This is an optimization exercise on Yosys and OpenROAD, whose aim is small area and a short achievable clock period, not a production implementation. Where RTL was checked, it was by simulation tests only, not by an equivalence proof against the original. For run 5, only the layout was checked, not whether the RTL still works. Power is estimated from default activity; no workload was simulated.

### config.mk
export PLATFORM = sky130hd
export DESIGN_NAME = top
export DESIGN_NICKNAME = top
export VERILOG_FILES = /design/flow/design.v
export SDC_FILE = /design/flow/constraint.sdc
export NUM_CORES = 4
export LEC_CHECK = 0
export CAP_MARGIN = 20
export CORE_MARGIN = 2
export CORE_UTILIZATION = 40
export SETUP_SLACK_MARGIN = 5
export SLEW_MARGIN = 20
### constraint.sdc
create_clock -name core_clock -period 10.0 [get_ports {clk}]
set_input_delay 2.0000 -clock core_clock [delete_from_list [all_inputs] [get_ports {clk}]]
set_output_delay 2.0000 -clock core_clock [all_outputs]
set_load 0.01 [all_outputs]
### design.v
module top #(
    parameter DATA_WIDTH = 32,
    parameter INSTR_WIDTH = 32,
    parameter ADDR_WIDTH = 32,
    parameter MEM_ADDR_WIDTH = 17,
    parameter REG_DATA_WIDTH = 5,
    parameter OFFSET = 4
) (
    input   logic                       clk,
    input   logic                       rst,
    output  logic [ADDR_WIDTH-1:0]      imem_addr,
    input   logic [INSTR_WIDTH-1:0]     imem_rdata,
    output  logic [MEM_ADDR_WIDTH-1:0]  dmem_addr,
    output  logic [DATA_WIDTH-1:0]      dmem_wdata,
    output  logic [2:0]                 dmem_size,
    output  logic                       dmem_we,
    output  logic                       dmem_re,
    input   logic [DATA_WIDTH-1:0]      dmem_rdata,
    output  logic [DATA_WIDTH-1:0]      a0
);
    logic [31:0] pc;
    logic [31:0] instrD;
    logic        validD;
    logic        regWriteE, loadE, storeE, jumpE;
    logic        beqE, bneE, bltE, bgeE, bltuE, bgeuE;
    logic        jalrE, subE;
    logic        rAddE, rAndE, rOrE, rBE, rSltE, rSllE, rSrlE;
    logic        aFwdE, bImmE, bFwdE, bRegE, wdFwdE;
    logic [31:0] rd1E, rd2E, immE;
    logic [4:0]  rdE;
    logic [2:0]  sizeE;
    logic        regWriteM, loadM, storeM;
    logic [31:0] aluM, wdataM;
    logic [4:0]  rdM;
    logic [2:0]  sizeM;
    logic        weW, a0W;
    logic [31:0] resW;
    logic [4:0]  rdW;
    logic [31:1][31:0] rf;
    logic        stall, redirect;
    logic [31:0] target;
    assign imem_addr = pc;
    always_ff @(posedge clk or posedge rst) begin
        if (rst)
            pc <= 32'hBFC00000;
        else if (redirect)
            pc <= target;
        else if (!stall)
            pc <= pc + 32'd4;
    end
    always_ff @(posedge clk or posedge rst) begin
        if (rst)
            validD <= 1'b0;
        else if (redirect)
            validD <= 1'b0;
        else if (!stall)
            validD <= 1'b1;
    end
    always_ff @(posedge clk) begin
        if (!stall)
            instrD <= imem_rdata;
    end
    logic [6:0] op;
    logic [2:0] f3;
    logic [4:0] rs1, rs2, rdD;
    assign op  = instrD[6:0];
    assign f3  = instrD[14:12];
    assign rs1 = instrD[19:15];
    assign rs2 = instrD[24:20];
    assign rdD = instrD[11:7];
    logic isJal, isJalr, isBr, isLd, isSt, isOpImm, isOp, isLui;
    assign isJal   = (op == 7'b1101111);
    assign isJalr  = (op == 7'b1100111);
    assign isBr    = (op == 7'b1100011);
    assign isLd    = (op == 7'b0000011);
    assign isSt    = (op == 7'b0100011);
    assign isOpImm = (op == 7'b0010011);
    assign isOp    = (op == 7'b0110011);
    assign isLui   = (op == 7'b0110111);
    logic isAlu, isJump, regWriteD;
    assign isAlu     = isOpImm | isOp;
    assign isJump    = isJal | isJalr;
    assign regWriteD = isJump | isLd | isAlu | isLui;
    assign stall = loadE && ((rdE == rs1) || (rdE == rs2));
    logic [31:0] r1, r2;
    logic [31:0] rfa [0:31];
    always_comb begin
        rfa[0] = '0;
        for (int i = 1; i < 32; i++) rfa[i] = rf[i];
    end
    always_comb begin
        r1 = rfa[rs1];
        r2 = rfa[rs2];
        if (weW && rdW == rs1 && rs1 != 5'd0) r1 = resW;
        if (weW && rdW == rs2 && rs2 != 5'd0) r2 = resW;
    end
    logic [31:0] ldExt, resM;
    always_comb begin
        case (sizeM)
            3'b010:  ldExt = dmem_rdata;
            3'b001:  ldExt = {{16{dmem_rdata[15]}}, dmem_rdata[15:0]};
            3'b000:  ldExt = {{24{dmem_rdata[7]}}, dmem_rdata[7:0]};
            3'b100:  ldExt = {24'b0, dmem_rdata[7:0]};
            3'b101:  ldExt = {16'b0, dmem_rdata[15:0]};
            default: ldExt = 32'b0;
        endcase
    end
    assign resM = loadM ? ldExt : aluM;
    logic fA_M, fB_M, fA_W, fB_W;
    assign fA_M = regWriteE && rdE != 5'd0 && rdE == rs1;
    assign fB_M = regWriteE && rdE != 5'd0 && rdE == rs2;
    assign fA_W = regWriteM && rdM != 5'd0 && rdM == rs1;
    assign fB_W = regWriteM && rdM != 5'd0 && rdM == rs2;
    logic [31:0] immI, immS, immB, immJ, immU, immBJ, immDec;
    assign immI = {{20{instrD[31]}}, instrD[31:20]};
    assign immS = {{20{instrD[31]}}, instrD[31:25], instrD[11:7]};
    assign immB = {{20{instrD[31]}}, instrD[7], instrD[30:25], instrD[11:8], 1'b0};
    assign immJ = {{12{instrD[31]}}, instrD[19:12], instrD[20], instrD[30:21], 1'b0};
    assign immU = {instrD[31:12], 12'b0};
    assign immBJ = (isJal ? immJ : immB) - 32'd8;
    always_comb begin
        if (isBr | isJal) immDec = immBJ;
        else if (isSt)    immDec = immS;
        else if (isLui)   immDec = immU;
        else              immDec = immI;
    end
    logic dSub, dAdd, dAnd, dOr, dB, dSlt, dSll, dSrl;
    always_comb begin
        dSub = 1'b0; dAdd = 1'b0; dAnd = 1'b0; dOr = 1'b0;
        dB = 1'b0; dSlt = 1'b0; dSll = 1'b0; dSrl = 1'b0;
        if (isAlu) begin
            case (f3)
                3'b000: begin dAdd = 1'b1; dSub = isOp & instrD[30]; end
                3'b001: dSll = 1'b1;
                3'b010: begin dSlt = 1'b1; dSub = 1'b1; end
                3'b011: dB = 1'b1;
                3'b100: dAnd = 1'b1;
                3'b101: dSrl = 1'b1;
                3'b110: dOr = 1'b1;
                3'b111: dAnd = 1'b1;
            endcase
        end else if (isLui | isJump) begin
            dB = 1'b1;
        end else begin
            dAdd = 1'b1;
            dSub = isBr;
        end
    end
    logic [2:0] sizeD;
    always_comb begin
        sizeD = 3'b000;
        if (isLd) begin
            case (f3)
                3'b001: sizeD = 3'b001;
                3'b010: sizeD = 3'b010;
                3'b100: sizeD = 3'b100;
                3'b101: sizeD = 3'b101;
                default: sizeD = 3'b000;
            endcase
        end else if (isSt) begin
            case (f3)
                3'b001: sizeD = 3'b001;
                3'b010: sizeD = 3'b010;
                default: sizeD = 3'b000;
            endcase
        end
    end
    logic goE;
    assign goE = validD && !redirect && !stall;
    always_ff @(posedge clk or posedge rst) begin
        if (rst) begin
            regWriteE <= 1'b0; loadE <= 1'b0; storeE <= 1'b0; jumpE <= 1'b0;
            beqE <= 1'b0; bneE <= 1'b0; bltE <= 1'b0; bgeE <= 1'b0;
            bltuE <= 1'b0; bgeuE <= 1'b0;
        end else begin
            regWriteE <= goE & regWriteD;
            loadE     <= goE & isLd;
            storeE    <= goE & isSt;
            jumpE     <= goE & isJump;
            beqE      <= goE & isBr & (f3 == 3'b000);
            bneE      <= goE & isBr & (f3 == 3'b001);
            bltE      <= goE & isBr & (f3 == 3'b100);
            bgeE      <= goE & isBr & (f3 == 3'b101);
            bltuE     <= goE & isBr & (f3 == 3'b110);
            bgeuE     <= goE & isBr & (f3 == 3'b111);
        end
    end
    logic useImm;
    assign useImm = isLd | isSt | isOpImm | isLui;
    always_ff @(posedge clk) begin
        jalrE  <= isJalr;
        subE   <= dSub;
        rAddE  <= dAdd;
        rAndE  <= dAnd;
        rOrE   <= dOr;
        rBE    <= dB;
        rSltE  <= dSlt;
        rSllE  <= dSll;
        rSrlE  <= dSrl;
        aFwdE  <= fA_M;
        bImmE  <= useImm;
        bFwdE  <= !useImm && !isJump && fB_M;
        bRegE  <= !useImm && (isJump || !fB_M);
        wdFwdE <= fB_M;
        rd1E   <= (fA_W && !isJalr) ? resM : r1;
        rd2E   <= isJump ? pc : (fB_W ? resM : r2);
        immE   <= immDec;
        rdE    <= rdD;
        sizeE  <= sizeD;
    end
    logic [31:0] srcA, srcB, wdataE;
    assign srcA   = aFwdE ? aluM : rd1E;
    assign srcB   = ({32{bImmE}} & immE) | ({32{bFwdE}} & aluM) | ({32{bRegE}} & rd2E);
    assign wdataE = wdFwdE ? aluM : rd2E;
    logic [32:0] sum;
    assign sum = {1'b0, srcA} + {1'b0, srcB ^ {32{subE}}} + {32'b0, subE};
    logic eq, ltu, lts;
    assign eq  = (srcA == srcB);
    assign ltu = !sum[32];
    assign lts = (srcA[31] ^ srcB[31]) ? srcA[31] : sum[31];
    logic [31:0] aluE;
    assign aluE = ({32{rAddE}} & sum[31:0])
                | ({32{rAndE}} & (srcA & srcB))
                | ({32{rOrE}}  & (srcA | srcB))
                | ({32{rBE}}   & srcB)
                | ({32{rSltE}} & {31'b0, lts})
                | ({32{rSllE}} & (srcA << srcB[4:0]))
                | ({32{rSrlE}} & (srcA >> srcB[4:0]));
    assign redirect = jumpE
                    | (beqE  &  eq)  | (bneE  & !eq)
                    | (bltE  &  lts) | (bgeE  & !lts)
                    | (bltuE &  ltu) | (bgeuE & !ltu);
    assign target = (jalrE ? rd1E : pc) + immE;
    always_ff @(posedge clk or posedge rst) begin
        if (rst) begin
            regWriteM <= 1'b0; loadM <= 1'b0; storeM <= 1'b0;
        end else begin
            regWriteM <= regWriteE; loadM <= loadE; storeM <= storeE;
        end
    end
    always_ff @(posedge clk) begin
        aluM   <= aluE;
        wdataM <= wdataE;
        rdM    <= rdE;
        sizeM  <= sizeE;
    end
    assign dmem_addr  = aluM[MEM_ADDR_WIDTH-1:0];
    assign dmem_wdata = wdataM;
    assign dmem_size  = sizeM;
    assign dmem_we    = storeM;
    assign dmem_re    = loadM;
    always_ff @(posedge clk or posedge rst) begin
        if (rst) begin
            weW <= 1'b0; a0W <= 1'b0;
        end else begin
            weW <= regWriteM && rdM != 5'd0;
            a0W <= regWriteM && rdM == 5'd10;
        end
    end
    always_ff @(posedge clk) begin
        resW <= resM;
        rdW  <= rdM;
    end
    always_ff @(posedge clk) begin
        for (int i = 1; i < 32; i++)
            if (weW && rdW == i[4:0]) rf[i] <= resW;
    end
    assign a0 = a0W ? resW : rf[10];
endmodule
### run.sh
#!/bin/bash
# synth_recipe.tcl (not shown) runs the flow's synth.tcl, then flattens the netlist and writes it again
# the make line also repeats each setting of config.mk as NAME=value (left out here)
make -C /OpenROAD-flow-scripts/flow DESIGN_CONFIG=/design/flow/config.mk WORK_HOME=/design/flow/orfs CLKGATE_MAP_FILE= SYNTH_SCRIPT=/design/flow/synth_recipe.tcl finish
==> results of run 1 <==
-- layout by cell type, fill, tap and decap left out, types with 115 or more instances in the layout --
cell             Yosys  routed
o21ai_0            168     167
a221oi_1           168     167
mux2_2             116     116
inv_1              134     132
a21oi_1            196     193
dfxtp_1            227     220
mux2i_1            117     115
nand3_1            161     161
ha_1               129     129
nor2_1             294     217
clkdlybuf4s50_1      0     183
a22o_1             166     166
clkbuf_16            0     145
nand2_1            372     370
a22oi_1            648     648
edfxtp_1          1024    1024
buf_4               17     176
-- power by group through the flow --
stage | Clock [mW] | Sequential, mW | Combinational [mW]
2_1_floorplan | 0 | 7.40 | 1.86
3_3_place_gp | 0 | 7.32 | 3.70
3_5_place_dp | 0 | 7.32 | 3.70
4_1_cts | 5.42 | 7.22 | 3.73
5_1_grt | 5.62 | 7.25 | 4.08
6_report | 5.42 | 7.24 | 3.91
-- kinds of logic after synthesis --
| family | Yosys count |
|---|---|
| buffers and inverters | 527 |
| xor gates and xnor gates | 141 |
| DFF | 1299 |
| muxes | 233 |
| AOI/OAI and AO/OA | 1738 |
| adders and majority gates | 131 |
| and+or+nand+nor | 1205 |
-- how the worst max path moves through the flow --
stage | startpoint | to | slack [ps] | cells after the start
after global routing | a0W | a0[9] | 5000 | 3
after global placement | bImmE | pc[1] | 4070 | 16
final | a0W | a0[9] | 5000 | 3
after floorplan | bFwdE | bneE | 5330 | 19
after detailed placement | bImmE | pc[1] | 4040 | 16
after CTS | bImmE | pc[1] | 5010 | 17
-- state kept, by name, indices dropped and copies added, names as in the netlist, 3 cells and up --
name / flops
rf: 992
aluM: 32
immE: 32
instrD: 32
pc: 32
rd1E: 32
rd2E: 32
resW: 32
wdataM: 32
rdE: 5
rdM: 5
rdW: 5
sizeE: 3
sizeM: 3
-- cell type report --
class	count	area share, %
clock buffers	180	5.30
diodes	7	0.0242
well taps	2044	3.54
inverters	137	0.732
clock inverters	78	1.32
multi-input cells	3448	34.1
repair buffers	367	4.51
flip-flops and latches	1299	50.5
-- per-stage QoR --
stage,instances,utilization [%],hold slack [ps]
2_1_floorplan,5274,-,310
3_3_place_gp,7294,43.6,311
3_5_place_dp,7294,43.6,315
4_1_cts,7552,46.7,329
5_1_grt,7553,46.8,333
6_report,7560,46.8,327
-- layer usage --
layer	vias up	wire length [µm]	global-route usage, %
met5	-	223	0.726
met4	12	28700	27.5
met3	1633	50500	15.4
met2	5925	127000	54.2
met1	26732	106000	46.7
li1	21235	-	-
-- what timing repair did --
| item | 4_1_cts | 5_1_grt |
|---|---|---|
| hold buffers | 0 | 0 |
| endpoints found under the setup margin | 46 | 43 |
| pin swaps | 0 | 1 |
| resized for setup | 12 | 13 |
| hold endpoints to repair | 0 | 0 |
==> reports/summary.txt, run 1 <==
Status: timing/DRC/antenna clean
Drc violations: 0
Fillers: 13.9k
CTS tree: built
Vias in the first global route: 51.9k
Largest family of logic cells by synthesized area: compound AO/OA/AOI/OAI gates
WL final: 313,000 µm
Yosys cell types: 78
Post-synthesis compound-gate area fraction: 20.6%
Share of layout cells above drive strength 1: 12.2%
Adder-cell share of the synthesized area: 2.65%
Actual slew at the worst max-slew pin: 1340 ps
First-pass GRT wire length: 421,000 µm
Gate power share: 23.6%
Hold Path Class: reg -> reg
CP arrival: 3000 ps
Final worst slack: 5000 ps
Switching share of power: 33.2%
Initial Utilization: 40.4%
Gate Count Post-Synth: 5,274
RSZ-0062 raised after global routing: no
CTS Buf Count: 141
Post-synthesis register bit count: 1,299
EDFF count, synth: 1,024
Worst slew margin: 10.3%
Initial DRC count: 12.7k
Multi-input gate area: 24,600 µm²
CTS sink cnt: 1,299
Worst r2r src: aFwdE
Reg2Reg Depth: 13
Placement Cell Area: 67,400 µm²
Sequential power share: 43.7%
Vias per inst: 7.35
Area added between synthesis and finish: 15.8%
Startpoint types: register
Clock transition at the registers of the reported paths: 60 ps
Fin crit share: 50.0%
Global route overflow: 0
Largest net degree at the start of global routing: 65
Hold path startpoint: sizeE[2]
Gr usage total: 38.1%
Syn avg cell area: 11.8 µm²
DP HPWL: 190,000 µm
Worst IR drop on VDD: 225 µV
Syn_nets: 5,471
Max-slew violations: 0
Data required, critical path: 8000 ps
TritonRoute pass-1 iters: 12
Final setup viols: 0
Die Ht: 399 µm
Mux share of post-synthesis cell area: 3.97%
Area taken by flip-flops and latches: 36,500 µm²
Max-cap violations: 0
Fin Setup TNS: 0 ps
P_leak: 25.3 nW
YS warnings: 2
Clk buf depth: 3
Postcts setup bufs: 0
Fmax: 200 MHz
FP Rows: 144
Slowest library cell on the worst path: buf_4
Most common cell in the netlist: edfxtp_1
H-tree Lvls: 4
Root Driver: clkbuf_16
WL per Instance: 41.3 µm
Pwr dens: 229 nW/µm²
Via count: 55.5k
Routability Congestion: 1.03
Critical-path cell list: buf_4 > mux2_2 > clkdlybuf4s50_1
Port Buf Inserts: 183
Hold Path Cell Cnt: 0
Critical path buffer and inverter count: 2
Clock Skew: 57.4 ps
Design area: 72,300 µm²
Async SR Flop Fraction: 3.70%
CP Capture Type: primary output
Initial antenna violation count: 12
IO Pins: 184
CP top delay family: buffers and inverters
WS Path Type: reg -> out
Yosys top cell area share: 49.3%
Total core area: 155,000 µm²
Sequential share of the synthesized area: 58.5%
Tmin final: 5000 ps
Synth Area in Simple Gates: 9.06%
Synthesized area: 62,400 µm²
Pint: 11.1 mW
Hold EP: sizeM[2]
Final hold vios: 0
R2R Path End: pc[1]
Ranking of synthesized cells by area: edfxtp_1 (49%), a22oi_1 (7.8%), dfxtp_1 (7.3%)
NumNets Final: 5,591
Total Power: 16.6 mW
Commonest cells post-synth: edfxtp_1 (1,024), a22oi_1 (648), nand2_1 (372)
Cell taking the most area after synthesis: edfxtp_1
Clock latency on the worst-skew pair: 840 ps
Die width: 399 µm
Pre-CTS setup slack: 4040 ps
Net switching power: 5.50 mW
Antenna-violating nets left: 0
Post-Synth XOR/XNOR Area: 1.98%
Top FF cell, synth: edfxtp_1
Max Fanout on Critical Path: 32
Worst path max stage delay: 740 ps
Die area: 159,000 µm²
Power share of the clock group: 32.7%
R2R setup slack: 5130 ps
==> run 2, diff against run 1 <==
--- a/config.mk
+++ b/config.mk
@@ -8,5 +8,4 @@
 export CAP_MARGIN = 20
 export CORE_MARGIN = 2
 export CORE_UTILIZATION = 40
-export SETUP_SLACK_MARGIN = 5
 export SLEW_MARGIN = 20
==> run 2 against run 1 <==
  * Critical path depth increased by 13
  * Die area unchanged
  * Wire length about the same
  * Combinational power about the same
  * Largest power group unchanged
  * Sequential share of layout area increased by 0.070 points
  * Clock power about the same
==> reports/summary.txt, run 2 <==
Postcts setup bufs: 0 (unchanged)
RSZ-0062 raised after global routing: no
Worst IR drop on VDD: 226 µV (+0.22%)
Switching share of power: 33.1% (-0.061 points)
Via count: 55.6k (+0.14%)
Fmax: 162 MHz (-19%)
Actual slew at the worst max-slew pin: 1350 ps (+6.68 ps)
IO Pins: 184 (unchanged)
EDFF count, synth: 1,024 (unchanged)
Gate power share: 23.5% (about the same)
R2R setup slack: 3840 ps (-1290 ps)
Root Driver: clkbuf_16
Port Buf Inserts: 183 (unchanged)
NumNets Final: 5,591 (unchanged)
First-pass GRT wire length: 421,000 µm (about the same)
Net switching power: 5.48 mW (-0.35%)
Reg2Reg Depth: 16 (+3)
Clock transition at the registers of the reported paths: 60 ps (about the same)
Max Fanout on Critical Path: 44 (+38%)
Clock latency on the worst-skew pair: 840 ps (about the same)
Pre-CTS setup slack: 4040 ps (unchanged)
Fin Setup TNS: 0 ps (unchanged)
Max-cap violations: 0 (unchanged)
Die width: 399 µm (unchanged)
DP HPWL: 190,000 µm (unchanged)
CTS Hold Buffers Added: 0 (unchanged)
YS warnings: 2 (unchanged)
WL final: 313,000 µm (about the same)
Clk buf depth: 3 (unchanged)
Die area: 159,000 µm² (unchanged)
Status: timing/DRC/antenna clean
Area added between synthesis and finish: 15.6%
Initial DRC count: 12.7k (-0.40%)
CP arrival: 6830 ps (+3830 ps)
Post-synthesis register bit count: 1,299 (unchanged)
Data required, critical path: 10,670 ps (+2670 ps)
Tmin final: 6160 ps (+1150 ps)
Drc violations: 0 (unchanged)
R2R Path End: pc[1]
CTS sink cnt: 1,299 (unchanged)
Die Ht: 399 µm (unchanged)
Hold EP: sizeM[2]
Pwr dens: 229 nW/µm² (about the same)
Fin crit share: 61.6% (+12 points)
Final hold vios: 0 (unchanged)
WL per Instance: 41.3 µm (about the same)
Final worst slack: 3840 ps (-1150 ps)
Antenna-violating nets left: 0 (unchanged)
Sequential power share: 43.8% (about the same)
Commonest cells post-synth: edfxtp_1 (1,024), a22oi_1 (648), nand2_1 (372)
Most frequent cells in the layout: edfxtp_1 (1,024), a22oi_1 (648), nand2_1 (372), dfxtp_1 (221), nor2_1 (217)
Power share of the clock group: 32.7% (about the same)
Placed insts: 7,294 (unchanged)
Startpoint types: register
Syn avg cell area: 11.8 µm² (unchanged)
TritonRoute pass-1 iters: 13 (+1)
CTS Buf Count: 141 (unchanged)
Placement Cell Area: 67,400 µm² (unchanged)
Sequential share of the synthesized area: 58.5% (unchanged)
CTS tree: built
Ranking of synthesized cells by area: edfxtp_1 (49%), a22oi_1 (7.8%), dfxtp_1 (7.3%)
Commonest non-fill, non-tap cell in the layout: edfxtp_1
Final worst hold slack: 328 ps (+1.14 ps)
Design area: 72,200 µm² (-0.14%)
Finished Layout Cells: 7,564 (+0.053%)
Final setup viols: 0 (unchanged)
Hold path startpoint: sizeE[2]
Initial Utilization: 40.4% (unchanged)
Synthesized area: 62,400 µm² (unchanged)
WS Path Type: reg -> reg
Yosys cell types: 78 (unchanged)
P_leak: 25.3 nW (about the same)
Fin util: 46.7% (-0.066 points)
Syn_nets: 5,471 (unchanged)
Clock Skew: 57.6 ps (+0.160 ps)
Yosys top cell area share: 49.3% (unchanged)
Initial antenna violation count: 12 (unchanged)
CTS resizes: 0 (-12)
Vias in the first global route: 51.9k (-0.027%)
Vias per inst: 7.35 (about the same)
Async SR Flop Fraction: 3.70% (unchanged)
Gate Count Post-Synth: 5,274 (unchanged)
Hold Path Class: reg -> reg
H-tree Lvls: 4 (unchanged)
Hold Path Cell Cnt: 0 (unchanged)
Most common cell in the netlist: edfxtp_1
Largest net degree at the start of global routing: 65 (unchanged)
Pint: 11.1 mW (about the same)
Gr usage total: 38.1% (about the same)
CP Capture Type: register
Cell taking the most area after synthesis: edfxtp_1
Global route overflow: 0 (unchanged)
Worst slew margin: 9.86% (-0.45 points)
Top FF cell, synth: edfxtp_1
Max-slew violations: 0 (unchanged)
FP Rows: 144 (unchanged)
Routability Congestion: 1.03 (unchanged)
Share of layout cells above drive strength 1: 12.0% (-0.16 points)
Total Power: 16.5 mW (-0.17%)
Worst r2r src: bImmE
Largest register FFs: 992 (unchanged)
Largest reg by FF count: rf
Fillers: 13.9k (+0.11%)
Total core area: 155,000 µm² (unchanged)
==> run 2: cell counts after synthesis <==
Identical to the previous run, type by type.
==> run 2: logic make-up (layout without fill, tap and decap cells) <==
group | Yosys count | in the layout | share of synthesized area, %
flops | 1299 | 1299 | 58.5
mux | 233 | 233 | 3.97
fa+ha+maj | 131 | 131 | 2.65
other cells | 0 | 11 | 0
compound gates | 1738 | 1738 | 20.6
xor+xnor | 141 | 141 | 1.98
simple gates | 1205 | 1205 | 9.06
buf+inv | 527 | 762 | 3.32
==> run 2: area by class of cell <==
| class | count | area (µm²) | area share, % |
|---|---|---|---|
| diodes | 11 | 27.5 | 0.0381 |
| clock inverters | 78 | 956 | 1.32 |
| flip-flops and latches | 1299 | 36500 | 50.6 |
| multi-input cells | 3448 | 24600 | 34.0 |
| well taps | 2044 | 2560 | 3.54 |
| repair buffers | 367 | 3210 | 4.45 |
| clock buffers | 180 | 3830 | 5.31 |
| inverters | 137 | 518 | 0.718 |
==> run 2: how the worst max path moves through the flow <==
| stage | startpoint | to | slack, ps |
|---|---|---|---|
| 6_report | bImmE | pc[1] | 3840 |
| 5_1_grt | bImmE | pc[0] | 3610 |
| 4_1_cts | bImmE | pc[1] | 3990 |
| 3_5_place_dp | bImmE | pc[1] | 4040 |
| 3_3_place_gp | bImmE | pc[1] | 4070 |
| 2_1_floorplan | bFwdE | bneE | 5330 |
==> run 2: power groups by stage <==
stage          Combinational (mW)  Sequential, mW  Clock, mW
6_report                     3.88            7.25       5.42
5_1_grt                      4.06            7.25       5.62
4_1_cts                      3.72            7.22       5.42
3_5_place_dp                 3.70            7.32          0
3_3_place_gp                 3.70            7.32          0
2_1_floorplan                1.86            7.40          0
==> run 2: critical path, cell delays in order, from the launching register on <==
cell and delay (ps):
dfxtp_1 500, buf_4 350, nand2_1 100, nand2_1 240
clkinv_2 630, xnor2_1 360, fa_1 470, a21o_1 200
a221oi_1 620, a21o_1 210, nand2_1 240, a41o_1 420
a21o_1 210, mux2i_1 180, a2111o_2 130, buf_4 600
mux2_2 420
==> run 2: metal layers <==
layer	wire length (µm)	up-vias	global-route usage, %
met4	28900	16	27.5
met3	50800	1667	15.4
met5	282	-	0.726
li1	-	21257	-
met1	105000	26754	46.6
met2	128000	5919	54.2
==> run 3, diff against run 2 <==
--- a/design.v
+++ b/design.v
@@ -27,13 +27,14 @@
     logic        rAddE, rAndE, rOrE, rBE, rSltE, rSllE, rSrlE;
     logic        aFwdE, bImmE, bFwdE, bRegE, wdFwdE;
     logic [31:0] rd1E, rd2E, immE;
-    logic [4:0]  rdE;
+    logic [4:0]  rdE, shamtE;
+    logic        shFwdE;
     logic [2:0]  sizeE;
     logic        regWriteM, loadM, storeM;
     logic [31:0] aluM, wdataM;
     logic [4:0]  rdM;
     logic [2:0]  sizeM;
-    logic        weW, a0W;
+    logic        weW, a0W, a0W2, a0W3, w10M, w10E, w10M2;
     logic [31:0] resW;
     logic [4:0]  rdW;
     logic [31:1][31:0] rf;
@@ -143,7 +144,6 @@
             dB = 1'b1;
         end else begin
             dAdd = 1'b1;
-            dSub = isBr;
         end
     end
     logic [2:0] sizeD;
@@ -169,11 +169,12 @@
     assign goE = validD && !redirect && !stall;
     always_ff @(posedge clk or posedge rst) begin
         if (rst) begin
-            regWriteE <= 1'b0; loadE <= 1'b0; storeE <= 1'b0; jumpE <= 1'b0;
+            regWriteE <= 1'b0; loadE <= 1'b0; storeE <= 1'b0; jumpE <= 1'b0; w10E <= 1'b0;
             beqE <= 1'b0; bneE <= 1'b0; bltE <= 1'b0; bgeE <= 1'b0;
             bltuE <= 1'b0; bgeuE <= 1'b0;
         end else begin
             regWriteE <= goE & regWriteD;
+            w10E      <= goE & regWriteD & (rdD == 5'd10);
             loadE     <= goE & isLd;
             storeE    <= goE & isSt;
             jumpE     <= goE & isJump;
@@ -206,26 +207,39 @@
         rd2E   <= isJump ? pc : (fB_W ? resM : r2);
         immE   <= immDec;
         rdE    <= rdD;
+        shamtE <= useImm ? immI[4:0] : (fB_W ? resM[4:0] : r2[4:0]);
+        shFwdE <= !useImm && fB_M;
         sizeE  <= sizeD;
     end
     logic [31:0] srcA, srcB, wdataE;
     assign srcA   = aFwdE ? aluM : rd1E;
     assign srcB   = ({32{bImmE}} & immE) | ({32{bFwdE}} & aluM) | ({32{bRegE}} & rd2E);
     assign wdataE = wdFwdE ? aluM : rd2E;
+    logic [4:0] shamt;
+    assign shamt = shFwdE ? aluM[4:0] : shamtE;
     logic [32:0] sum;
     assign sum = {1'b0, srcA} + {1'b0, srcB ^ {32{subE}}} + {32'b0, subE};
-    logic eq, ltu, lts;
-    assign eq  = (srcA == srcB);
-    assign ltu = !sum[32];
-    assign lts = (srcA[31] ^ srcB[31]) ? srcA[31] : sum[31];
-    logic [31:0] aluE;
-    assign aluE = ({32{rAddE}} & sum[31:0])
-                | ({32{rAndE}} & (srcA & srcB))
-                | ({32{rOrE}}  & (srcA | srcB))
-                | ({32{rBE}}   & srcB)
-                | ({32{rSltE}} & {31'b0, lts})
-                | ({32{rSllE}} & (srcA << srcB[4:0]))
-                | ({32{rSrlE}} & (srcA >> srcB[4:0]));
+    logic eq, ltu, lts, ltLow;
+    assign eq    = (srcA == wdataE);
+    assign ltLow = (srcA[30:0] < wdataE[30:0]);
+    assign ltu   = (srcA[31] ^ wdataE[31]) ? wdataE[31] : ltLow;
+    assign lts   = (srcA[31] ^ wdataE[31]) ? srcA[31]   : ltLow;
+    logic [31:0] shIn, shOut, shRev;
+    always_comb begin
+        for (int i = 0; i < 32; i++) shIn[i] = rSllE ? srcA[31-i] : srcA[i];
+        shOut = shIn >> srcB[4:0];
+        for (int i = 0; i < 32; i++) shRev[i] = shOut[31-i];
+    end
+    logic slt;
+    assign slt = (srcA[31] ^ srcB[31]) ? srcA[31] : sum[31];
+    logic [31:0] aluE, aluOther;
+    assign aluOther = ({32{rAndE}} & (srcA & srcB))
+                    | ({32{rOrE}}  & (srcA | srcB))
+                    | ({32{rBE}}   & srcB)
+                    | ({32{rSllE}} & (srcA << shamt))
+                    | ({32{rSrlE}} & (srcA >> shamt))
+                    | ({32{rSltE}} & {31'b0, slt});
+    assign aluE = rAddE ? sum[31:0] : aluOther;
     assign redirect = jumpE
                     | (beqE  &  eq)  | (bneE  & !eq)
                     | (bltE  &  lts) | (bgeE  & !lts)
@@ -233,9 +247,11 @@
     assign target = (jalrE ? rd1E : pc) + immE;
     always_ff @(posedge clk or posedge rst) begin
         if (rst) begin
-            regWriteM <= 1'b0; loadM <= 1'b0; storeM <= 1'b0;
+            regWriteM <= 1'b0; loadM <= 1'b0; storeM <= 1'b0; w10M <= 1'b0; w10M2 <= 1'b0;
         end else begin
             regWriteM <= regWriteE; loadM <= loadE; storeM <= storeE;
+            w10M      <= regWriteE && rdE == 5'd10;
+            w10M2     <= w10E;
         end
     end
     always_ff @(posedge clk) begin
@@ -251,10 +267,12 @@
     assign dmem_re    = loadM;
     always_ff @(posedge clk or posedge rst) begin
         if (rst) begin
-            weW <= 1'b0; a0W <= 1'b0;
+            weW <= 1'b0; a0W <= 1'b0; a0W2 <= 1'b0; a0W3 <= 1'b0;
         end else begin
             weW <= regWriteM && rdM != 5'd0;
-            a0W <= regWriteM && rdM == 5'd10;
+            a0W  <= regWriteM && rdM == 5'd10;
+            a0W2 <= w10M;
+            a0W3 <= w10M2;
         end
     end
     always_ff @(posedge clk) begin
@@ -265,5 +283,7 @@
         for (int i = 1; i < 32; i++)
             if (weW && rdW == i[4:0]) rf[i] <= resW;
     end
-    assign a0 = a0W ? resW : rf[10];
+    assign a0[10:0]  = a0W  ? resW[10:0]  : rf[10][10:0];
+    assign a0[21:11] = a0W2 ? resW[21:11] : rf[10][21:11];
+    assign a0[31:22] = a0W3 ? resW[31:22] : rf[10][31:22];
 endmodule
--- a/config.mk
+++ b/config.mk
@@ -8,4 +8,5 @@
 export CAP_MARGIN = 20
 export CORE_MARGIN = 2
 export CORE_UTILIZATION = 40
+export SETUP_SLACK_MARGIN = 5
 export SLEW_MARGIN = 20
==> run 3 against run 2 <==
  * Still clean on timing, DRC and antenna
  * Non-clock buffer count rose by 11
  * Hold slack improved by 1.0 ps
  * Total power rose by 3.0%
  * Core utilization fell by 0.30 points
  * Via count rose by 2.4%
==> reports/summary.txt, run 3 <==
Fmax: 202 MHz (+24%)
Worst slew margin: 16.9% (+7.0 points)
Power share of the clock group: 32.2% (-0.5 points)
CTS tree: built
Port Buf Inserts: 183 (unchanged)
Final setup viols: 0 (unchanged)
Commonest cells post-synth: edfxtp_1 (1,024), a22oi_1 (810), nand2_1 (523)
Tmin final: 4940 ps (-1210 ps)
Top FF cell, synth: edfxtp_1
Die area: 163,000 µm² (+2.3%)
CTS Hold Buffers Added: 0 (unchanged)
Actual slew at the worst max-slew pin: 1230 ps (-115 ps)
Gate power share: 24.4% (+0.9 points)
P_leak: 26.0 nW (+2.8%)
Initial antenna violation count: 14 (+2)
Clock transition at the registers of the reported paths: 60 ps (about the same)
Commonest non-fill, non-tap cell in the layout: edfxtp_1
WL per Instance: 41.0 µm (-0.74%)
Area added between synthesis and finish: 15.1%
Routability Congestion: 1.02 (-1.2%)
Cell taking the most area after synthesis: edfxtp_1
Pre-CTS setup slack: 4820 ps (+778 ps)
Share of layout cells above drive strength 1: 11.4% (-0.63 points)
Most common cell in the netlist: edfxtp_1
Ranking of synthesized cells by area: edfxtp_1 (48%), a22oi_1 (9.5%), dfxtp_1 (7.3%)
Clock latency on the worst-skew pair: 820 ps (-20 ps)
EDFF count, synth: 1,024 (unchanged)
Net switching power: 5.75 mW (+4.9%)
Total Power: 17.0 mW (+3.0%)
Gate Count Post-Synth: 5,568 (+5.6%)
RSZ-0062 raised after global routing: no
CP Capture Type: primary output
Total core area: 159,000 µm² (+2.6%)
Data required, critical path: 8000 ps (-2670 ps)
CP top delay family: flip-flops
Die Ht: 404 µm (+1.2%)
Switching share of power: 33.7% (+0.60 points)
Async SR Flop Fraction: 4.05% (+0.35 points)
Multi-input gate area: 25,600 µm² (+4.0%)
FP Rows: 146 (+1.4%)
Max-slew violations: 0 (unchanged)
Most frequent cells in the layout: edfxtp_1 (1,024), a22oi_1 (810), nand2_1 (523), a21oi_1 (230), dfxtp_1 (227)
Fin util: 46.4% (-0.30 points)
Yosys cell types: 89 (+14%)
YS warnings: 2 (unchanged)
Largest register FFs: 992 (unchanged)
Post-synthesis register bit count: 1,310 (+0.85%)
Syn_nets: 5,732 (+4.8%)
Slowest library cell on the worst path: dfxtp_1
Initial DRC count: 12.5k (-1.3%)
Startpoint types: register
TritonRoute pass-1 iters: 11 (-2)
Antenna-violating nets left: 0 (unchanged)
Clock Skew: 38.8 ps (-18.8 ps)
WL final: 323,000 µm (+3.3%)
CTS sink cnt: 1,310 (+0.85%)
CP arrival: 2940 ps (-3890 ps)
Clk buf depth: 3 (unchanged)
Syn avg cell area: 11.5 µm² (-3.0%)
Critical path buffer and inverter count: 1 (-2)
IO Pins: 184 (unchanged)
Largest net degree at the start of global routing: 65 (unchanged)
Die width: 404 µm (+1.2%)
Fillers: 14.3k (+3.4%)
Sequential share of the synthesized area: 57.5% (-0.97 points)
Fin Setup TNS: 0 ps (unchanged)
Largest reg by FF count: rf
Vias per inst: 7.24 (-1.6%)
Global route overflow: 0 (unchanged)
Max Fanout on Critical Path: 34 (-23%)
Initial Utilization: 40.3% (-0.082 points)
Root Driver: clkbuf_16
DP HPWL: 193,000 µm (+1.2%)
Design area: 73,600 µm² (+1.9%)
Vias in the first global route: 53.6k (+3.4%)
Hold Path Class: reg -> reg
Final hold vios: 0 (unchanged)
First-pass GRT wire length: 434,000 µm (+3.1%)
Status: timing/DRC/antenna clean
R2R setup slack: 5230 ps (+1390 ps)
NumNets Final: 5,835 (+4.4%)
Max-cap violations: 0 (unchanged)
Worst path max stage delay: 1080 ps (+450 ps)
H-tree Lvls: 4 (unchanged)
Final worst hold slack: 329 ps (+1.05 ps)
Drc violations: 0 (unchanged)
Final worst slack: 5060 ps (+1210 ps)
Placed insts: 7,596 (+4.1%)
Yosys top cell area share: 48.1% (-1.1 points)
Synthesized area: 63,900 µm² (+2.4%)
Critical-path cell list: mux2_2 > clkdlybuf4s50_1
Placement Cell Area: 68,700 µm² (+2.0%)
Pint: 11.3 mW (+2.1%)
Via count: 56.9k (+2.4%)
CTS Buf Count: 145 (+2.8%)
Fin crit share: 49.4% (-12 points)
Finished Layout Cells: 7,870 (+4.0%)
WS Path Type: reg -> out
Worst IR drop on VDD: 189 µV (-16%)
Gr usage total: 38.3% (+0.22 points)
Pwr dens: 232 nW/µm² (+1.1%)
Area taken by flip-flops and latches: 36,800 µm² (+0.68%)
Sequential power share: 43.3% (-0.5 points)
## run 3: cell types whose count changed after synthesis, sizes merged, moves of 83 or more
| cell | previous run | this run |
|---|---|---|
| a22oi | 648 | 810 |
| nand2 | 372 | 523 |
| a221oi | 168 | 35 |
| a22o | 166 | 46 |
| and3 | 22 | 121 |
| mux2i | 117 | 203 |
| nor2 | 294 | 211 |
## run 3: repair_timing
action                     in CTS  in global routing
buffers inserted                0                  0
gates resized for setup         3                  3
pin swaps                       0                  0
setup endpoints to repair      31                 17
## run 3: power by group through the flow
stage	Clock (mW)	Sequential (mW)	Combinational, mW
finish	5.49	7.38	4.17
global route	5.70	7.39	4.34
CTS	5.49	7.35	3.98
detailed placement	0	7.46	3.95
global placement	0	7.46	3.95
floorplan	0	7.48	2.06
## run 3: cell type report
class / count / area share (%)
Clock buffer: 187 / 5.33
Inverter: 130 / 0.667
Timing Repair Buffer: 378 / 4.49
Clock inverter: 77 / 1.23
Multi-Input combinational cell: 3706 / 34.8
Antenna cell: 10 / 0.0340
Tap cell: 2072 / 3.52
Sequential cell: 1310 / 50.0
## run 3: kinds of logic after synthesis
kind of cell / after synthesis / share of synthesized area (%)
muxes: 294 / 4.85
AOI/OAI and AO/OA: 1752 / 19.5
xor gates and xnor gates: 132 / 1.82
buffers and inverters: 552 / 3.49
and+or+nand+nor: 1430 / 10.8
adders and majority gates: 98 / 1.94
DFF: 1310 / 57.5
## run 3: worst reg2reg max path: stages (launching register included)
cell and delay (ps):
dfxtp_2 320, buf_4 480, mux2i_2 600, inv_1 160, ha_1 330, nand4_1 160, nor2_1 240, nand3_1 270
o31ai_1 390, nand4b_1 130, and3b_2 480, or2_1 470, buf_4 400, mux2i_1 240
## run 3: worst paths after layout
check                          from  endpoint  cells after the start
max in group asynchronous       rst    pc[21]                      3
hold / removal             sizeE[0]  sizeM[0]                      0
setup reg to reg              aFwdE    pc[25]                     13
hold reg to reg            sizeE[0]  sizeM[0]                      0
setup / recovery            resW[4]     a0[4]                      2
min in group asynchronous       rst    storeM                      3
## run 3: per-layer routing
layer | track usage [%] | wire length (µm) | vias to the layer above
li1 | - | - | 22120
met2 | 55.1 | 133000 | 5785
met5 | 0.297 | 186 | -
met3 | 16.1 | 51500 | 1728
met4 | 26.4 | 28500 | 16
met1 | 46.5 | 110000 | 27294
==> run 4, diff against run 3 <==
==> flow/run.sh (new file) <==
#!/bin/bash
export SETUP_SLACK_MARGIN=6.0
export CTS_ARGS="-sink_clustering_enable -repair_clock_nets -dont_use_dummy_load -sink_clustering_size 25 -sink_clustering_max_diameter 100"
bash standard.sh > standard.log 2>&1
==> standard.sh (new file) <==
#!/bin/bash
# synth_recipe.tcl (not shown) runs the flow's synth.tcl, then flattens the netlist and writes it again
# the make line also repeats each setting of config.mk as NAME=value (left out here)
make -C /OpenROAD-flow-scripts/flow DESIGN_CONFIG=/design/flow/config.mk WORK_HOME=/design/flow/orfs CLKGATE_MAP_FILE= SYNTH_SCRIPT=/design/flow/synth_recipe.tcl "${@:-finish}"
--- a/config.mk
+++ b/config.mk
@@ -8,5 +8,4 @@
 export CAP_MARGIN = 20
 export CORE_MARGIN = 2
 export CORE_UTILIZATION = 40
-export SETUP_SLACK_MARGIN = 5
 export SLEW_MARGIN = 20
removed: run.sh
==> run 4 against run 3 <==
  * Still clean on timing, DRC and antenna
  * Combinational power grew 4%
  * Hold slack gained 5.8 ps
  * Non-clock buffer count grew 107
  * Die area is the same
  * Wire length is essentially flat
  * Fmax grew 17%
  * Final area shrank 2.1%
  * Largest power group unchanged
==> reports/summary.txt, run 4 <==
Gate Count Post-Synth: 5,568 (unchanged)
NumNets Final: 5,863 (+0.48%)
Routability Congestion: 1.02 (unchanged)
Vias per inst: 7.32 (+1.2%)
Top FF cell, synth: edfxtp_1
R2R setup slack: 5760 ps (+530 ps)
FP Rows: 146 (unchanged)
Yosys top cell area share: 48.1% (unchanged)
CP dominant cell by count: buf_4
Clock latency on the worst-skew pair: 760 ps (-60 ps)
WL per Instance: 41.5 µm (+1.1%)
Data required, critical path: 10,600 ps (+2600 ps)
Most frequent cells in the layout: edfxtp_1 (1,024), a22oi_1 (808), nand2_1 (522), buf_4 (254), a21oi_1 (224)
Global route overflow: 0 (unchanged)
Die area: 163,000 µm² (unchanged)
Initial Utilization: 40.3% (unchanged)
Final hold vios: 0 (unchanged)
Hold Path Class: reg -> reg
EDFF count, synth: 1,024 (unchanged)
Placed insts: 7,596 (unchanged)
Gr usage total: 38.2% (-0.094 points)
Commonest cells post-synth: edfxtp_1 (1,024), a22oi_1 (810), nand2_1 (523)
Total Power: 14.7 mW (-14%)
Syn avg cell area: 11.5 µm² (unchanged)
Vias in the first global route: 52.9k (-1.3%)
Total core area: 159,000 µm² (unchanged)
IO Pins: 184 (unchanged)
Final setup viols: 0 (unchanged)
Actual slew at the worst max-slew pin: 1180 ps (-57.8 ps)
Tmin final: 4240 ps (-705 ps)
CP top delay family: buffers and inverters
CTS sink cnt: 1,310 (unchanged)
Fmax: 236 MHz (+17%)
Most common cell in the netlist: edfxtp_1
Worst r2r src: instrD[24]
Clk buf depth: 3 (unchanged)
Pwr dens: 204 nW/µm² (-12%)
P_leak: 25.4 nW (-2.5%)
RSZ-0062 raised after global routing: yes
Max Fanout on Critical Path: 39 (+15%)
Async SR Flop Fraction: 4.05% (unchanged)
Initial DRC count: 12.5k (-0.53%)
Root Driver: clkbuf_16
Largest net degree at the start of global routing: 65 (unchanged)
Worst path max stage delay: 580 ps (-500 ps)
CTS Buf Count: 66 (-54%)
Startpoint types: register
CP arrival: 4840 ps (+1900 ps)
Via count: 57.0k (+0.088%)
CP Capture Type: register
Clock Skew: 99.4 ps (+60.7 ps)
CTS Hold Buffers Added: 0 (unchanged)
Yosys cell types: 89 (unchanged)
WL final: 323,000 µm (about the same)
Reg2Reg Depth: 12 (-1)
Fin crit share: 42.4% (-7.0 points)
Clock transition at the registers of the reported paths: 100 ps (+40 ps)
WS Path Type: reg -> reg
Critical path buffer and inverter count: 4 (+3)
Synthesized area: 63,900 µm² (unchanged)
DP HPWL: 193,000 µm (unchanged)
Post-synthesis register bit count: 1,310 (unchanged)
Max-cap violations: 0 (unchanged)
Drc violations: 0 (unchanged)
Worst IR drop on VDD: 132 µV (-30%)
Max-slew violations: 0 (unchanged)
Fillers: 14.5k (+1.2%)
Worst slew margin: 21.6% (+4.7 points)
Area added between synthesis and finish: 12.7%
Share of layout cells above drive strength 1: 12.6% (+1.3 points)
YS warnings: 2 (unchanged)
Die Ht: 404 µm (unchanged)
Syn_nets: 5,732 (unchanged)
R2R Path End: rd2E[28]
TritonRoute pass-1 iters: 14 (+3)
Ranking of synthesized cells by area: edfxtp_1 (48%), a22oi_1 (9.5%), dfxtp_1 (7.3%)
Commonest non-fill, non-tap cell in the layout: edfxtp_1
Port Buf Inserts: 183 (unchanged)
Critical Path Source: instrD[24]
Final worst hold slack: 335 ps (+5.76 ps)
Critical path capture point: rd2E[28]
Sequential share of the synthesized area: 57.5% (unchanged)
Largest reg by FF count: rf
Finished Layout Cells: 7,786 (-1.1%)
Slowest library cell on the worst path: and2_2
Antenna-violating nets left: 0 (unchanged)
Fin Setup TNS: 0 ps (unchanged)
Largest register FFs: 992 (unchanged)
Status: timing/DRC/antenna clean
First-pass GRT wire length: 433,000 µm (-0.22%)
Initial antenna violation count: 20 (+6)
Die width: 404 µm (unchanged)
H-tree Lvls: 3 (-1)
Cell taking the most area after synthesis: edfxtp_1
Critical-path cell list: buf_4 > nor2b_2 > buf_4 > and2_2 > buf_4 > a22oi_1 > nand4_1 > nor4_1 > buf_2 > o211ai_1 > o21ai_0 > o21ai_0
Crit path depth: 12 (+10)
CTS tree: built
==> run 4: cell type report <==
class,instances,area (µm²),share of cell area (%)
multi-input cells,3706,26100,36.2
diodes,17,42.5,0.0590
repair buffers,485,4400,6.11
inverters,130,490,0.681
well taps,2072,2590,3.60
flip-flops and latches,1310,36800,51.1
clock buffers,66,1650,2.29
==> run 4: worst min path at each step <==
stage	start	to	slack, ps	cells after the start
floorplan	sizeE[0]	sizeM[0]	310	0
global placement	sizeE[0]	sizeM[0]	310	0
detailed placement	sizeE[0]	sizeM[0]	320	0
CTS	sizeE[0]	sizeM[0]	340	0
global route	sizeE[0]	sizeM[0]	340	0
finish	sizeE[2]	sizeM[2]	330	0
==> run 4: routing by layer <==
layer | up-vias | global-route usage (%) | wire (µm)
met5 | - | 0.119 | 152
met4 | 10 | 26.0 | 28700
met3 | 1633 | 15.4 | 51300
met2 | 5918 | 55.6 | 134000
met1 | 27388 | 46.5 | 109000
li1 | 22044 | - | -
==> run 4: stage by stage <==
step	setup WS, ps	util (%)	instance area, µm²
2_1_floorplan	6280	-	63900
3_3_place_gp	4930	43.3	68700
3_5_place_dp	4820	43.3	68700
4_1_cts	5780	44.9	71200
5_1_grt	5840	45.4	72000
6_report	5760	45.4	72000
==> run 4: what timing repair did <==
item	4_1_cts	5_1_grt
setup buffers	55	51
endpoints found under the setup margin	127	103
cloned	1	0
resized for setup	203	109
pin swaps	12	14
==> run 4: logic make-up (layout without fill, tap and decap cells) <==
logic type / after synthesis / in the layout / share of synthesized area, %
xor gates and xnor gates: 132 / 132 / 1.82
buffers and inverters: 552 / 681 / 3.49
and+or+nand+nor: 1430 / 1430 / 10.8
adders and majority gates: 98 / 98 / 1.94
AOI/OAI and AO/OA: 1752 / 1752 / 19.5
DFF: 1310 / 1310 / 57.5
other: 0 / 17 / 0
muxes: 294 / 294 / 4.85
==> run 4: where the power goes <==
group / switching (mW) / internal [mW]
combinational: 2.85 / 1.46
clock: 1.79 / 1.19
sequential: 0.585 / 6.80
total: 5.23 / 9.45
==> run 5, diff against run 4 <==
--- a/design.v
+++ b/design.v
@@ -25,16 +25,16 @@
     logic        beqE, bneE, bltE, bgeE, bltuE, bgeuE;
     logic        jalrE, subE;
     logic        rAddE, rAndE, rOrE, rBE, rSltE, rSllE, rSrlE;
-    logic        aFwdE, bImmE, bFwdE, bRegE, wdFwdE;
+    logic        aFwdE, bImmE, bFwdE, bFwdNE, bRegE, wdFwdE;
+    logic        cRR, cMR, cRM, cMM;
     logic [31:0] rd1E, rd2E, immE;
-    logic [4:0]  rdE, shamtE;
-    logic        shFwdE;
+    logic [4:0]  rdE;
     logic [2:0]  sizeE;
     logic        regWriteM, loadM, storeM;
     logic [31:0] aluM, wdataM;
     logic [4:0]  rdM;
     logic [2:0]  sizeM;
-    logic        weW, a0W, a0W2, a0W3, w10M, w10E, w10M2;
+    logic        weW, a0W, a0Wn;
     logic [31:0] resW;
     logic [4:0]  rdW;
     logic [31:1][31:0] rf;
@@ -169,12 +169,11 @@
     assign goE = validD && !redirect && !stall;
     always_ff @(posedge clk or posedge rst) begin
         if (rst) begin
-            regWriteE <= 1'b0; loadE <= 1'b0; storeE <= 1'b0; jumpE <= 1'b0; w10E <= 1'b0;
+            regWriteE <= 1'b0; loadE <= 1'b0; storeE <= 1'b0; jumpE <= 1'b0;
             beqE <= 1'b0; bneE <= 1'b0; bltE <= 1'b0; bgeE <= 1'b0;
             bltuE <= 1'b0; bgeuE <= 1'b0;
         end else begin
             regWriteE <= goE & regWriteD;
-            w10E      <= goE & regWriteD & (rdD == 5'd10);
             loadE     <= goE & isLd;
             storeE    <= goE & isSt;
             jumpE     <= goE & isJump;
@@ -200,28 +199,37 @@
         rSrlE  <= dSrl;
         aFwdE  <= fA_M;
         bImmE  <= useImm;
-        bFwdE  <= !useImm && !isJump && fB_M;
+        bFwdE  <= !useImm && !isJump && fB_M && !dSub;
+        bFwdNE <= !useImm && !isJump && fB_M && dSub;
         bRegE  <= !useImm && (isJump || !fB_M);
         wdFwdE <= fB_M;
+        cRR    <= !fA_M && !fB_M;
+        cMR    <=  fA_M && !fB_M;
+        cRM    <= !fA_M &&  fB_M;
+        cMM    <=  fA_M &&  fB_M;
         rd1E   <= (fA_W && !isJalr) ? resM : r1;
-        rd2E   <= isJump ? pc : (fB_W ? resM : r2);
-        immE   <= immDec;
+        rd2E   <= (isJump ? pc : (fB_W ? resM : r2)) ^ {32{dSub}};
+        immE   <= immDec ^ {32{dSub}};
         rdE    <= rdD;
-        shamtE <= useImm ? immI[4:0] : (fB_W ? resM[4:0] : r2[4:0]);
-        shFwdE <= !useImm && fB_M;
         sizeE  <= sizeD;
     end
     logic [31:0] srcA, srcB, wdataE;
     assign srcA   = aFwdE ? aluM : rd1E;
-    assign srcB   = ({32{bImmE}} & immE) | ({32{bFwdE}} & aluM) | ({32{bRegE}} & rd2E);
+    assign srcB   = ({32{bImmE}} & immE) | ({32{bFwdE}} & aluM)
+                  | ({32{bFwdNE}} & ~aluM) | ({32{bRegE}} & rd2E);
     assign wdataE = wdFwdE ? aluM : rd2E;
-    logic [4:0] shamt;
-    assign shamt = shFwdE ? aluM[4:0] : shamtE;
     logic [32:0] sum;
-    assign sum = {1'b0, srcA} + {1'b0, srcB ^ {32{subE}}} + {32'b0, subE};
+    assign sum = {1'b0, srcA} + {1'b0, srcB} + {32'b0, subE};
     logic eq, ltu, lts, ltLow;
-    assign eq    = (srcA == wdataE);
-    assign ltLow = (srcA[30:0] < wdataE[30:0]);
+    logic eqRR, eqMR, eqRM, ltRR, ltMR, ltRM;
+    assign eqRR = (rd1E == rd2E);
+    assign eqMR = (aluM == rd2E);
+    assign eqRM = (rd1E == aluM);
+    assign ltRR = (rd1E[30:0] < rd2E[30:0]);
+    assign ltMR = (aluM[30:0] < rd2E[30:0]);
+    assign ltRM = (rd1E[30:0] < aluM[30:0]);
+    assign eq    = (cRR & eqRR) | (cMR & eqMR) | (cRM & eqRM) | cMM;
+    assign ltLow = (cRR & ltRR) | (cMR & ltMR) | (cRM & ltRM);
     assign ltu   = (srcA[31] ^ wdataE[31]) ? wdataE[31] : ltLow;
     assign lts   = (srcA[31] ^ wdataE[31]) ? srcA[31]   : ltLow;
     logic [31:0] shIn, shOut, shRev;
@@ -231,14 +239,14 @@
         for (int i = 0; i < 32; i++) shRev[i] = shOut[31-i];
     end
     logic slt;
-    assign slt = (srcA[31] ^ srcB[31]) ? srcA[31] : sum[31];
+    assign slt = (srcA[31] ^ srcB[31] ^ subE) ? srcA[31] : sum[31];
     logic [31:0] aluE, aluOther;
     assign aluOther = ({32{rAndE}} & (srcA & srcB))
                     | ({32{rOrE}}  & (srcA | srcB))
                     | ({32{rBE}}   & srcB)
-                    | ({32{rSllE}} & (srcA << shamt))
-                    | ({32{rSrlE}} & (srcA >> shamt))
-                    | ({32{rSltE}} & {31'b0, slt});
+                    | ({32{rSltE}} & {31'b0, slt})
+                    | ({32{rSllE}} & (srcA << srcB[4:0]))
+                    | ({32{rSrlE}} & (srcA >> srcB[4:0]));
     assign aluE = rAddE ? sum[31:0] : aluOther;
     assign redirect = jumpE
                     | (beqE  &  eq)  | (bneE  & !eq)
@@ -247,11 +255,9 @@
     assign target = (jalrE ? rd1E : pc) + immE;
     always_ff @(posedge clk or posedge rst) begin
         if (rst) begin
-            regWriteM <= 1'b0; loadM <= 1'b0; storeM <= 1'b0; w10M <= 1'b0; w10M2 <= 1'b0;
+            regWriteM <= 1'b0; loadM <= 1'b0; storeM <= 1'b0;
         end else begin
             regWriteM <= regWriteE; loadM <= loadE; storeM <= storeE;
-            w10M      <= regWriteE && rdE == 5'd10;
-            w10M2     <= w10E;
         end
     end
     always_ff @(posedge clk) begin
@@ -267,12 +273,11 @@
     assign dmem_re    = loadM;
     always_ff @(posedge clk or posedge rst) begin
         if (rst) begin
-            weW <= 1'b0; a0W <= 1'b0; a0W2 <= 1'b0; a0W3 <= 1'b0;
+            weW <= 1'b0; a0W <= 1'b0; a0Wn <= 1'b1;
         end else begin
             weW <= regWriteM && rdM != 5'd0;
             a0W  <= regWriteM && rdM == 5'd10;
-            a0W2 <= w10M;
-            a0W3 <= w10M2;
+            a0Wn <= !(regWriteM && rdM == 5'd10);
         end
     end
     always_ff @(posedge clk) begin
@@ -283,7 +288,6 @@
         for (int i = 1; i < 32; i++)
             if (weW && rdW == i[4:0]) rf[i] <= resW;
     end
-    assign a0[10:0]  = a0W  ? resW[10:0]  : rf[10][10:0];
-    assign a0[21:11] = a0W2 ? resW[21:11] : rf[10][21:11];
-    assign a0[31:22] = a0W3 ? resW[31:22] : rf[10][31:22];
+    assign a0[15:0]  = a0W  ? resW[15:0]  : rf[10][15:0];
+    assign a0[31:16] = a0Wn ? rf[10][31:16] : resW[31:16];
 endmodule
==> flow/run.sh (replaced) <==
#!/bin/bash
export SETUP_SLACK_MARGIN=6.5
export CTS_ARGS="-sink_clustering_enable -repair_clock_nets -dont_use_dummy_load -sink_clustering_size 25 -sink_clustering_max_diameter 100"
bash standard.sh > standard.log 2>&1
==> run 5 against run 4 <==
  * Critical path depth shrank 8
  * Via count increased by 3.8%
  * Sequential power decreased by 1%
  * Combinational power grew 21%
  * Still clean on timing, DRC and antenna
  * Sequential share of layout area fell by 2.6 points
==> reports/summary.txt, run 5 <==
Status: timing/DRC/antenna clean
DP HPWL: 188,000 µm (-2.5%)
Critical path buffer and inverter count: 3 (-1)
Area taken by flip-flops and latches: 36,800 µm² (about the same)
Syn_nets: 5,886 (+2.7%)
R2R Path End: aluM[0]
Initial DRC count: 13.4k (+7.1%)
Area added between synthesis and finish: 17.4%
Synthesized area: 64,700 µm² (+1.3%)
Critical-path cell list: buf_12 > buf_16 > mux2_4 > buf_6
Hold Path Cell Cnt: 0 (unchanged)
Most common cell in the netlist: edfxtp_1
Slowest library cell on the worst path: dfstp_4
Worst slew margin: 14.3% (-7.3 points)
Global route overflow: 0 (unchanged)
Max-slew violations: 0 (unchanged)
Pint: 9.74 mW (+3.0%)
Hold Path Class: reg -> reg
Most frequent cells in the layout: edfxtp_1 (1,024), a22oi_1 (736), nand2_1 (396), buf_4 (304), a21oi_1 (285)
Total core area: 161,000 µm² (+1.3%)
Clock transition at the registers of the reported paths: 110 ps (about the same)
Die Ht: 406 µm (+0.63%)
Post-synthesis register bit count: 1,305 (-0.38%)
Fmax: 236 MHz (about the same)
Switching share of power: 36.5% (+0.92 points)
Largest register FFs: 992 (unchanged)
Hold path startpoint: sizeE[1]
Largest reg by FF count: rf
Ranking of synthesized cells by area: edfxtp_1 (48%), a22oi_1 (8.9%), dfxtp_1 (7.2%)
Clock latency on the worst-skew pair: 780 ps (+20 ps)
Actual slew at the worst max-slew pin: 1290 ps (+110 ps)
Gate power share: 34.0% (+4.6 points)
Worst path max stage delay: 700 ps (+120 ps)
Syn avg cell area: 11.5 µm² (+0.23%)
Clock Skew: 120 ps (+20.6 ps)
Initial Utilization: 40.3% (about the same)
Startpoint types: register
Placement Cell Area: 69,500 µm² (+1.2%)
Clk buf depth: 3 (unchanged)
Data required, critical path: 8000 ps (-2600 ps)
Async SR Flop Fraction: 3.75% (-0.29 points)
DR WL met3: 51,600 µm (+0.43%)
Tmin final: 4240 ps (-2.34 ps)
Fin Setup TNS: 0 ps (unchanged)
YS warnings: 2 (unchanged)
Die width: 406 µm (+0.63%)
Port Buf Inserts: 183 (unchanged)
WS Path Type: reg -> out
Gate Count Post-Synth: 5,626 (+1.0%)
CTS Hold Buffers Added: 0 (unchanged)
Commonest non-fill, non-tap cell in the layout: edfxtp_1
Largest net degree at the start of global routing: 65 (unchanged)
Initial antenna violation count: 23 (+15%)
H-tree Lvls: 2 (-1)
WL per Instance: 41.4 µm (-0.26%)
Pre-CTS setup slack: 5160 ps (+340 ps)
Sequential power share: 47.5% (-2.8 points)
Routability Congestion: 0.995 (-2.3%)
Gr usage total: 38.9% (+0.71 points)
M1 WL: 113,000 µm (+3.6%)
Fillers: 14.4k (-0.61%)
Sequential share of the synthesized area: 56.6% (-0.91 points)
Share of layout cells above drive strength 1: 18.3% (+5.7 points)
Final hold vios: 0 (unchanged)
Cell taking the most area after synthesis: edfxtp_1
Net switching power: 5.60 mW (+7.2%)
Final worst slack: 5760 ps (+2.34 ps)
Reg2Reg Depth: 16 (+4)
First-pass GRT wire length: 445,000 µm (+2.7%)
P_leak: 26.6 nW (+5.0%)
Max-cap violations: 0 (unchanged)
Die area: 165,000 µm² (+1.3%)
NumNets Final: 6,162 (+5.1%)
Commonest cells post-synth: edfxtp_1 (1,024), a22oi_1 (771), nand2_1 (417)
Vias per inst: 7.32 (about the same)
Worst IR drop on VDD: 156 µV (+18%)
EDFF count, synth: 1,024 (unchanged)
CP top delay family: flip-flops
Root Driver: clkbuf_16
IO Pins: 184 (unchanged)
R2R setup slack: 6280 ps (+520 ps)
FP Rows: 147 (+0.68%)
Fin crit share: 42.4% (about the same)
TritonRoute pass-1 iters: 14 (unchanged)
Final setup viols: 0 (unchanged)
Yosys top cell area share: 47.5% (-0.61 points)
Antenna-violating nets left: 0 (unchanged)
Design area: 76,000 µm² (+5.4%)
Top FF cell, synth: edfxtp_1
Via count: 59.2k (+3.8%)
CP arrival: 2240 ps (-2600 ps)
RSZ-0062 raised after global routing: yes
Worst r2r src: bRegE
Top sig layer: met5
WL final: 334,000 µm (+3.5%)
Met2 WL post-DR: 139,000 µm (+3.6%)
Hold EP: sizeM[1]
CTS tree: built
Vias in the first global route: 54.1k (+2.2%)
Multi-input gate area: 28,200 µm² (+8.2%)
Pwr dens: 202 nW/µm² (-0.88%)
CTS Buf Count: 61 (-7.6%)
Yosys cell types: 88 (-1.1%)
CTS sink cnt: 1,305 (-0.38%)
Max Fanout on Critical Path: 5 (-87%)
Drc violations: 0 (unchanged)
Power share of the clock group: 18.5% (-1.8 points)
CP Capture Type: primary output
## run 5: repair_timing
action                                  in CTS  in global routing
gates resized for setup                    656                184
cloned                                      21                  2
pin swaps                                   72                 59
buffers inserted                           184                 66
endpoints found under the setup margin     276                177
## run 5: stage by stage
stage | std cells | power [mW] | hold WS [ps] | util, %
global placement | 7725 | 11.6 | 312 | 43.3
detailed placement | 7726 | 11.7 | 315 | 43.3
floorplan | 5626 | 9.71 | 310 | -
finish | 8077 | 15.3 | 332 | 47.3
global route | 8062 | 15.7 | 341 | 47.3
CTS | 7992 | 14.8 | 332 | 46.4
## run 5: worst max path at each step
stage                      from  cells after the start       end  slack, ps
after floorplan            a0Wn                      3    a0[21]       6500
after global routing       a0Wn                      4    a0[22]       5760
after global placement    bImmE                     16  aluM[24]       5140
final                      a0Wn                      4    a0[22]       5760
after detailed placement  bImmE                     16  aluM[24]       5160
after CTS                  a0Wn                      4    a0[22]       5790
## run 5: layout make-up
class | count | share of cell area (%)
inverter | 163 | 0.825
clock buffer | 61 | 2.01
antenna | 17 | 0.0560
timing repair buffer | 604 | 7.95
sequential | 1305 | 48.5
multi-input combinational | 3767 | 37.2
tap | 2160 | 3.56
## run 5: power groups by stage
stage | logic (mW) | registers, mW | clock network, mW
floorplan | 2.23 | 7.47 | 0
global placement | 4.08 | 7.56 | 0
detailed placement | 4.11 | 7.55 | 0
CTS | 4.76 | 7.26 | 2.81
global route | 5.43 | 7.28 | 2.98
finish | 5.21 | 7.29 | 2.84
## run 5: kinds of logic after synthesis
| group | count (synthesis) | synth area share (%) |
|---|---|---|
| buf+inv | 564 | 3.49 |
| xor+xnor | 168 | 2.27 |
| simple gates | 1263 | 9.17 |
| compound gates | 1893 | 20.8 |
| fa+ha+maj | 194 | 3.79 |
| mux | 239 | 3.89 |
| flops | 1305 | 56.6 |
## run 5: per-layer routing
metal	global-route usage, %	vias to the layer above
li1	-	22642
met1	46.8	28591
met2	56.6	6152
met3	15.6	1743
met4	27.7	28
met5	0	-

[separate check: timing with driven ports]
The flow's constraints put no driver on any port. The routed layouts listed below were extracted and timed again, unchanged, in two steps.
Step 1 assumes that a clkbuf_16 drives the clock port and a buf_2 every other input.
Step 2 moves the port delays by t, midway between the first and last clock arrival at a register: inputs arrive t later, outputs are due t later. That takes back most of the time a late clock gives input paths.
Slacks: ideal / step 1 / step 2; pairs: ideal / step 1.
| run | t (ns) | setup slack, ns | worst hold slack (ns) | latest minus earliest clock arrival (ns) | worst data-port slew with drivers (ns) |
|---|---|---|---|---|---|
| run 1 | 0.894 | 4.998 / 4.917 / 5.132 | 0.327 / 0.327 / 0.327 | 0.061 / 0.060 | 0.08 |
| run 2 | 0.893 | 3.845 / 3.845 / 3.845 | 0.328 / 0.328 / 0.328 | 0.060 / 0.060 | 0.07 |
| run 3 | 0.878 | 5.055 / 4.975 / 5.233 | 0.329 / 0.329 / 0.329 | 0.042 / 0.042 | 0.17 |
| run 4 | 0.785 | 5.760 / 5.758 / 5.392 | 0.335 / 0.335 / 0.335 | 0.104 / 0.105 | 0.18 |
| run 5 | 0.800 | 5.762 / 5.679 / 5.794 | 0.332 / 0.332 / 0.332 | 0.122 / 0.122 | 0.07 |
After both steps setup and hold are still met in every run listed. The setup slack of run 4, which loses most, moves by -0.002 ns with the drivers and by -0.368 ns with both steps.
